Source: an optimization exercise on an open RTL-to-GDS flow (aim: small area and a short achievable clock period). Production flows keep margins and buffers that such runs may drop. Function was checked by simulation only, so behaviour that the tests miss may differ from the original. Power is estimated from default activity; no workload was simulated.

--- config.mk ---
export PLATFORM = sky130hd
export DESIGN_NAME = trading_pipeline_top
export DESIGN_NICKNAME = trading_pipeline_top
export VERILOG_FILES = /design/flow/design.v
export SDC_FILE = /design/flow/constraint.sdc
export NUM_CORES = 4
export LEC_CHECK = 0
export CAP_MARGIN = 20
export CORE_MARGIN = 2
export CORE_UTILIZATION = 40
export PLACE_DENSITY = 0.6
export SLEW_MARGIN = 20
--- constraint.sdc ---
create_clock -name core_clock -period 4.0 [get_ports {clk}]
set_input_delay 0.8000 -clock core_clock [delete_from_list [all_inputs] [get_ports {clk}]]
set_output_delay 0.8000 -clock core_clock [all_outputs]
set_load 0.01 [all_outputs]
--- design.v ---
`timescale 1ns / 1ps
module udp_filter #(
    parameter TARGET_PORT = 16'h04D2  
)(
    input  wire        clk,
    input  wire        rst_n,
    input  wire [31:0] s_axis_tdata,
    input  wire        s_axis_tvalid,
    input  wire        s_axis_tlast,
    output wire        s_axis_tready,
    output reg  [31:0] m_axis_tdata,
    output reg         m_axis_tvalid,
    output reg         m_axis_tlast,
    input  wire        m_axis_tready
);
    localparam WRD_ETH_TYPE = 3; 
    localparam WRD_IP_PROTO = 5; 
    localparam WRD_UDP_DEST = 9; 
    localparam WRD_PAYLOAD  = 10; 
    reg [15:0] word_cnt;  
    reg        packet_drop;
    assign s_axis_tready = (word_cnt < WRD_PAYLOAD) || packet_drop ? 1'b1 : m_axis_tready;
    always @(posedge clk or negedge rst_n) begin
        if (!rst_n) begin
            word_cnt      <= 0;
            packet_drop   <= 0;
            m_axis_tvalid <= 0;
            m_axis_tdata  <= 0;
            m_axis_tlast  <= 0;
        end else begin
            m_axis_tvalid <= 0;
            m_axis_tlast  <= 0;
            if (s_axis_tvalid && s_axis_tready) begin
                if (s_axis_tlast) begin
                    word_cnt    <= 0;
                    packet_drop <= 0;
                end else begin
                    word_cnt    <= word_cnt + 1;
                end
                if (!packet_drop && word_cnt < WRD_PAYLOAD) begin
                    case (word_cnt)
                        WRD_ETH_TYPE: begin
                            if (s_axis_tdata[7:0]  != 8'h08) packet_drop <= 1;
                            if (s_axis_tdata[15:8] != 8'h00) packet_drop <= 1;
                        end
                        WRD_IP_PROTO: begin
                            if (s_axis_tdata[31:24] != 8'h11) packet_drop <= 1;
                        end
                        WRD_UDP_DEST: begin
                            if (s_axis_tdata[7:0]  != TARGET_PORT[15:8]) packet_drop <= 1;
                            if (s_axis_tdata[15:8] != TARGET_PORT[7:0])  packet_drop <= 1;
                        end
                    endcase
                end
                if (word_cnt >= WRD_PAYLOAD && !packet_drop) begin
                    m_axis_tdata  <= s_axis_tdata;
                    m_axis_tvalid <= 1;
                    m_axis_tlast  <= s_axis_tlast;
                end
            end
        end
    end
endmodule
`timescale 1ns / 1ps
module packet_parser (
    input  wire        clk,
    input  wire        rst_n,
    input  wire [31:0] s_axis_tdata,
    input  wire        s_axis_tvalid,
    output reg         s_axis_tready,
    output reg  [31:0] m_axis_tdata,
    output reg         m_axis_tvalid,
    output reg         m_axis_tlast,
    output reg         m_axis_tuser,  
    input  wire        m_axis_tready
);
    localparam S_SEARCH_AA55 = 0;
    localparam S_GET_LENGTH = 1;
    localparam S_STREAM_PAYLOAD = 2;
    reg [1:0]       state;
    reg [7:0]  calc_checksum;  
    reg [31:0] prev_data;
    reg [7:0] bytes_left;
    reg [7:0] length;
    reg [0:0] middle_of_byte;
   always @(posedge clk or negedge rst_n) begin
        if (!rst_n) begin
            state <= S_SEARCH_AA55;
            s_axis_tready <= 0;
            m_axis_tvalid <= 0;
            bytes_left [7:0] <= 8'b100;
            middle_of_byte <= 0;
            length <= 0;
            prev_data[31:0] <= 32'b0;
            m_axis_tdata[31:0] <= 32'b0;
            m_axis_tlast <= 0;
        end else begin
            s_axis_tready <= m_axis_tready;
            if (s_axis_tvalid && s_axis_tready || length >= 0) begin
                    m_axis_tvalid <= 0;
                    case (state)
                    S_SEARCH_AA55: begin
                        if (s_axis_tdata[31:16] == 16'h55AA) begin
                            m_axis_tvalid <= 0;
                            m_axis_tdata[31:0] <= 32'b0;
                            state <= S_GET_LENGTH;
                        end
                    end
                    S_GET_LENGTH: begin
                        length[7:0] <= s_axis_tdata[7:0];
                        m_axis_tdata[31:0] <= {s_axis_tdata[31:8], 8'b0};
                        m_axis_tvalid <= 1;
                        state <= S_STREAM_PAYLOAD;
                    end
                    S_STREAM_PAYLOAD: begin
                        m_axis_tvalid <= 1;                        
                        if (length[7:0] <= 8'h5) begin
                            m_axis_tlast <= 1;
                            length[7:0] <= 8'b0;
                            state <= S_SEARCH_AA55;
                             m_axis_tdata[31:0]  <= {16'b0, s_axis_tdata[15:0]};
                        end else begin
                            m_axis_tlast <= 0;
                             m_axis_tdata[31:0]  <= s_axis_tdata[31:0];
                            length <= length - 8'h4;
                        end
                    end
                endcase
            end
        end
    end
endmodule
`timescale 1ns / 1ps
module parser_shim (
    input wire          clk,
    input wire          rst_n,
    input wire [31:0]   s_axis_tdata,   
    input wire          s_axis_tvalid,
    input wire          s_axis_tlast,
    output wire         s_axis_tready,
    output reg [31:0]   m_tick_price,
    output reg [31:0]   m_tick_qty,
    output reg          m_tick_is_buy,
    output reg          m_tick_valid
);
    localparam[1:0] S_IDLE = 0;
    localparam[1:0] S_GET_PRICE = 1;
    localparam[1:0] S_GET_QTY = 2;
    reg [2:0] counter;
    reg [1:0] state;
    reg last_tlast;
    assign s_axis_tready = 1'b1;
    always @(posedge clk or negedge rst_n) begin
        if(!rst_n) begin
            counter[2:0] <= 3'h0;
            m_tick_price[31:0] <= 32'b0;
            m_tick_qty[31:0] <= 32'b0;
            state <= S_IDLE;
            m_tick_is_buy <= 1'b0;
            m_tick_valid <= 1'b0;
        end 
        else begin        
            if(s_axis_tvalid) begin
                    last_tlast <= s_axis_tlast;
                    case(state)
                        S_IDLE: begin
                                state <= S_GET_PRICE;
                                m_tick_valid <= 0;
                        end                   
                        S_GET_PRICE: begin
                            m_tick_price[31:0] <= s_axis_tdata[31:0];
                            state <= S_GET_QTY;
                        end
                        S_GET_QTY: begin
                            if(s_axis_tdata[15:8] == 8'h42) begin
                                  m_tick_is_buy <= 1;
                                  m_tick_valid <= 1;
                                end
                             else begin
                                m_tick_is_buy <= 0;
                                m_tick_valid <= 1;
                            end                                
                            m_tick_qty[7:0] <= s_axis_tdata[7:0];
                            m_tick_valid <= 1;
                            state <= S_IDLE;
                        end
                    endcase
             end
        end
    end
endmodule
`timescale 1ns / 1ps
module book_builder (
    input wire          clk,
    input wire          rst_n,
    input wire [31:0]   s_tick_price,    
    input wire [31:0]   s_tick_qty,      
    input wire          s_tick_is_buy,   
    input wire          s_tick_valid,    
    output reg [31:0]   best_bid,        
    output reg [31:0]   best_ask,        
    output reg          bbo_updated      
);
    always @(posedge clk or negedge rst_n) begin
        if (!rst_n) begin
            best_bid    <= 32'd0;            
            best_ask    <= 32'hFFFFFFFF;     
            bbo_updated <= 0;
        end else begin
            bbo_updated <= 0;  
            if (s_tick_valid) begin
                if (s_tick_price > 0) begin
                    if (s_tick_is_buy) begin
                        if (s_tick_price > best_bid) begin
                            best_bid    <= s_tick_price;
                            bbo_updated <= 1;
                        end
                    end else begin
                        if (s_tick_price < best_ask) begin
                            best_ask    <= s_tick_price;
                            bbo_updated <= 1;
                        end
                    end
                end
             end
        end
    end
endmodule
`timescale 1ns / 1ps
module trading_pipeline_top (
    input wire          clk,
    input wire          rst_n,
    input wire [31:0]   eth_axis_tdata,
    input wire          eth_axis_tvalid,
    input wire          eth_axis_tlast,
    output wire         eth_axis_tready,
    output wire [31:0]  best_bid,
    output wire [31:0]  best_ask,
    output wire         bbo_updated,
    output wire [31:0]  debug_tick_price,
    output wire [31:0]  debug_tick_qty,
    output wire         debug_tick_is_buy,
    output wire         debug_tick_valid
);
    wire [31:0] udp_to_parser_tdata;
    wire        udp_to_parser_tvalid;
    wire        udp_to_parser_tlast;
    wire        udp_to_parser_tready;
    wire [31:0] parser_to_shim_tdata;
    wire        parser_to_shim_tvalid;
    wire        parser_to_shim_tlast;
    wire        parser_to_shim_tready;
    wire        parser_to_shim_tuser;
    wire [31:0] shim_tick_price;
    wire [31:0] shim_tick_qty;
    wire        shim_tick_is_buy;
    wire        shim_tick_valid;
    assign debug_tick_price = shim_tick_price;
    assign debug_tick_qty = shim_tick_qty;
    assign debug_tick_is_buy = shim_tick_is_buy;
    assign debug_tick_valid = shim_tick_valid;
    udp_filter udp_filter_inst (
        .clk(clk),
        .rst_n(rst_n),
        .s_axis_tdata(eth_axis_tdata),
        .s_axis_tvalid(eth_axis_tvalid),
        .s_axis_tlast(eth_axis_tlast),
        .s_axis_tready(eth_axis_tready),
        .m_axis_tdata(udp_to_parser_tdata),
        .m_axis_tvalid(udp_to_parser_tvalid),
        .m_axis_tlast(udp_to_parser_tlast),
        .m_axis_tready(udp_to_parser_tready)
    );
    packet_parser packet_parser_inst (
        .clk(clk),
        .rst_n(rst_n),
        .s_axis_tdata(udp_to_parser_tdata),
        .s_axis_tvalid(udp_to_parser_tvalid),
        .s_axis_tready(udp_to_parser_tready),
        .m_axis_tdata(parser_to_shim_tdata),
        .m_axis_tvalid(parser_to_shim_tvalid),
        .m_axis_tlast(parser_to_shim_tlast),
        .m_axis_tready(parser_to_shim_tready),
        .m_axis_tuser(parser_to_shim_tuser)
    );
    parser_shim parser_shim_inst (
        .clk(clk),
        .rst_n(rst_n),
        .s_axis_tdata(parser_to_shim_tdata),
        .s_axis_tvalid(parser_to_shim_tvalid),
        .s_axis_tlast(parser_to_shim_tlast),
        .s_axis_tready(parser_to_shim_tready),
        .m_tick_price(shim_tick_price),
        .m_tick_qty(shim_tick_qty),
        .m_tick_is_buy(shim_tick_is_buy),
        .m_tick_valid(shim_tick_valid)
    );
    book_builder book_builder_inst (
        .clk(clk),
        .rst_n(rst_n),
        .s_tick_price(shim_tick_price),
        .s_tick_qty(shim_tick_qty),
        .s_tick_is_buy(shim_tick_is_buy),
        .s_tick_valid(shim_tick_valid),
        .best_bid(best_bid),
        .best_ask(best_ask),
        .bbo_updated(bbo_updated)
    );
endmodule
--- run.sh ---
#!/bin/bash
# synth_recipe.tcl (not shown) runs the flow's synth.tcl, then flattens the netlist and writes it again
# the make line also repeats each setting of config.mk as NAME=value (left out here)
make -C /OpenROAD-flow-scripts/flow DESIGN_CONFIG=/design/flow/config.mk WORK_HOME=/design/flow/orfs CLKGATE_MAP_FILE= SYNTH_SCRIPT=/design/flow/synth_recipe.tcl finish
==> summary.txt <==
- H-tree depth: 1
- CTS root buffer: clkbuf_16
- Crit Path Category: reg -> reg
- Filler cells: between 2000 and 2500
- Ys async rst share: 1.000
- Synthesis-to-finish area growth: 24.74%
- CP Capture Type: flop
- Critical path required time: approximately 4.4 ns
- Ports: roughly 170
- Worst slew margin: 0.4858
- Net Sw Frac: 0.3626
- Fin util: 0.5101
- Initial Utilization: 0.4089
- Leading cell types in the layout, fill and taps excluded: dfrtp_1, clkdlybuf4s50_1, mux2_2
- Avg Inst Size Synth: roughly 12 sq um
- Post-Syn Area: between 0.01 and 0.015 sq mm
- Leading area contributor after synthesis: dfrtp_1
- Clk Latency, worst-skew pair: roughly 0.52 ns
- Largest net degree at the start of global routing: 88
- Register-to-Register Path Depth: 8
- GP Congestion: about 0.80
- Register area share after synthesis: 0.4934
- Worst VDD drop: approximately 0.28 mV
- Post-synth EDFFs: 0
- Placed cell count: 1330
- Drt first pass iters: 4
- Final nets: roughly 1100
- Die X: 164.7 um
- Synth cell types: 59
- Core Box Area: about 0.025 sq mm
- Combinational share of power: 0.428
- Final Non-Filler Cells: between 1000 and 1500
- Worst slack, placed: a little under 0.8 ns
- CP max-delay cell: nor4_1
- Hold Path Class: in -> async
- Total congestion overflow: 0
- GRT Util Overall: 0.1750
- Slew Limit Fails: 0
- Most frequently used flop master after synthesis: dfrtp_1
- Slew at the pin closest to its max-slew limit: between 0.7 and 0.8 ns
- Status: finished clean
- Number of global-route vias before repair: 6909
- CP max stage delay: 0.71 ns
- CTS max path bufs: 3
- Most common cell after layout, fill and taps aside: dfrtp_1
- Die Area: about 0.027 sq mm
- HPWL after detailed placement: about 17 mm
- Fmax: 315.1 MHz
- Global-route wire length before repair: between 30 and 40 mm
- Reg power frac: 0.344
- Power, Total: a little under 10 mW
- Hold_buf cts: 0
- Final hold vios: 0
- Leak Pwr: roughly 6 nW
- IO Port Bufs: about 140
- DR WL/cell: 16.86 um
- CTS buffer count: 23
- Initial DRC count: approximately 270
- P_int: 6.320 mW
- # diodes: 0
- Initial antenna violation count: 0
- DRC violations left: 0
- PwrDens: roughly 770 mW/mm^2
- Synth Instances: around 870
- Clock share of power: 0.228
- Setup bufs post-CTS: 0
- Period utilization: 0.7935
- Synth warn: 4
- Max-cap viol count: 0
- CTS tree: done
- Site Rows: 58
- Clock sinks: approximately 200
- Layout cell share with drive strength beyond 1: 0.2217
- Cts repair resizes: 0
- Worst-path clk slew: roughly 0.06 ns
- Nature of the critical path startpoint: flop
- Clock Skews: between 0.01 and 0.015 ns
- Synth Register Bits: 202
- Crit-path cells: ha_1 > nand4_1 > nor4_1 > nand4_1 > and3_1 > o21ai_4 > buf_4 > mux2_2
- Final worst setup slack: around 0.83 ns
- Die H: between 150 and 200 um
- DR vias: slightly below 7000
- Via-to-Cell Ratio: 5.057
- Synth top area share: 0.4120
- Post-route ant nets: 0
- Crit path DAT: around 3.6 ns
- WL final: about 23 mm
- RSZ-0062 raised after global routing: false
- Leading post-synthesis cells by cell area: dfrtp_1, mux2_2, ha_1
- CP dominant cell by count: nand4_1
- CP max FO: 30
- Min Tclk post-route: between 3 and 4 ns
- Sw power: about 3.6 mW
- Setup TNS: 0 ns
- Setup-failing EPs final: 0
==> synthesized netlist by cell type (3+ instances only) <==
master / number
o41ai_1: 3
nand4_1: 18
a21o_1: 4
xnor2_1: 5
buf_12: 3
nand2b_1: 5
nor2b_1: 4
buf_4: 26
dfrtp_1: 170
xor2_1: 3
buf_2: 6
a22o_1: 31
nor4_1: 17
nand3_1: 17
mux2_4: 39
nor2_1: 20
a211oi_1: 4
or3_1: 4
o22ai_1: 8
clkbuf_1: 13
dfstp_2: 32
and3_1: 7
ha_1: 77
nand2_1: 51
mux2_2: 93
nor3_1: 9
and4_1: 3
nor4b_1: 6
inv_1: 81
buf_1: 3
a21oi_1: 29
o21ai_0: 42
==> layout make-up <==
cell class | count | area [sq um] | share of cell area
flip-flops and latches | 202 | 5095 | 0.3955
repair buffers | 162 | 1605 | 0.1246
clock inverters | 10 | 156.4 | 0.01214
multi-input cells | 555 | 4638 | 0.3601
clock buffers | 32 | 669.4 | 0.05197
well taps | 330 | 412.9 | 0.03205
inverters | 81 | 304.0 | 0.02360
==> kinds of logic (layout without fill, tap and decap cells) <==
kind of cell | Yosys count | count (layout) | synth area share
xor+xnor | 8 | 8 | 0.006786
buf+inv | 135 | 285 | 0.06652
mux | 134 | 134 | 0.1602
other cells | 2 | 25 | 0.0007273
fa+ha+maj | 77 | 77 | 0.09330
simple gates | 174 | 174 | 0.09148
flops | 202 | 202 | 0.4934
compound gates | 137 | 137 | 0.08761
==> sequential cells by signal, indices dropped and copies added, names as in the netlist <==
signal	count
packet_parser_inst.m_axis_tvalid	1
packet_parser_inst.state	2
book_builder_inst.best_bid	32
parser_shim_inst.m_tick_is_buy	1
packet_parser_inst.s_axis_tready	1
parser_shim_inst.m_tick_price	32
packet_parser_inst.m_axis_tdata	32
parser_shim_inst.state	2
udp_filter_inst.word_cnt	16
parser_shim_inst.m_tick_qty	8
udp_filter_inst.packet_drop	1
book_builder_inst.best_ask	32
packet_parser_inst.length	8
book_builder_inst.bbo_updated	1
udp_filter_inst.m_axis_tdata	32
parser_shim_inst.m_tick_valid	1
==> path summary, 6_finish.rpt <==
path	startpoint	to	slack, ns
max in group asynchronous	rst_n	book_builder_inst.best_ask[9]	2.72
max	parser_shim_inst.m_tick_price[29]	book_builder_inst.best_bid[31]	0.83
min	rst_n	packet_parser_inst.length[7]	0.34
min reg2reg	packet_parser_inst.length[7]	packet_parser_inst.length[7]	0.49
max reg2reg	parser_shim_inst.m_tick_price[29]	book_builder_inst.best_bid[31]	0.83
min in group core_clock	packet_parser_inst.length[7]	packet_parser_inst.length[7]	0.49
==> stage by stage <==
stage               instance area (sq um)  hold slack [ns]
floorplan                           10410           0.4577
global placement                    12030           0.4790
detailed placement                  12060           0.4782
CTS                                 12880           0.3739
global route                        12880           0.4013
finish                              12880           0.3357
==> critical path, delay by kind of cell, from the launching register on <==
kind            cells  cell delay (ns)
mux                 1             0.39
compound gates      1             0.09
flops               1             0.46
fa+ha+maj           1             0.34
simple gates        4             1.25
buf+inv             1             0.51
==> routing by layer <==
layer	share of wire	vias up	routed length (um)	track usage
li1	-	3384	-	-
met1	0.49	3383	11380	0.2536
met2	0.44	143	10210	0.2735
met3	0.051	28	1181	0.03189
met4	0.016	0	359	0.03953
met5	0	-	0	0
==> power by group through the flow <==
stage / clock network (mW) / registers, mW / logic (mW)
final: 2.26 / 3.41 / 4.24
after global routing: 2.42 / 3.53 / 4.74
after CTS: 2.33 / 3.42 / 4.31
after detailed placement: 0 / 3.45 / 4.28
after global placement: 0 / 3.43 / 4.16
after floorplan: 0 / 3.33 / 2.80

==> what the ideal ports hide <==
The results above use ideal ports. As a check the final layout listed here was re-extracted and re-timed, cells and wires unchanged.
Step 1 sets driving cells, clkbuf_16 on the clock port and buf_2 on the other inputs (assumed; they add their load-dependent delay and slew).
Step 2 adds t to the input delays and takes it off the output delays; t is the mean of the earliest and latest rising clock arrival at the registers after step 1. Input paths then give back, and output paths get back, about the clock's delay inside the block.
a / b / c = ideal ports / drivers / drivers and shift; a / b = the first two.
shift t [ns]: 0.554
slack for setup (ns): 0.826 / 0.826 / 0.826
clock arrival spread, ns: 0.014 / 0.014
After both steps setup and hold are still met in this run. The setup slack of this run moves by 0.000 ns with the drivers and by 0.000 ns with both steps.
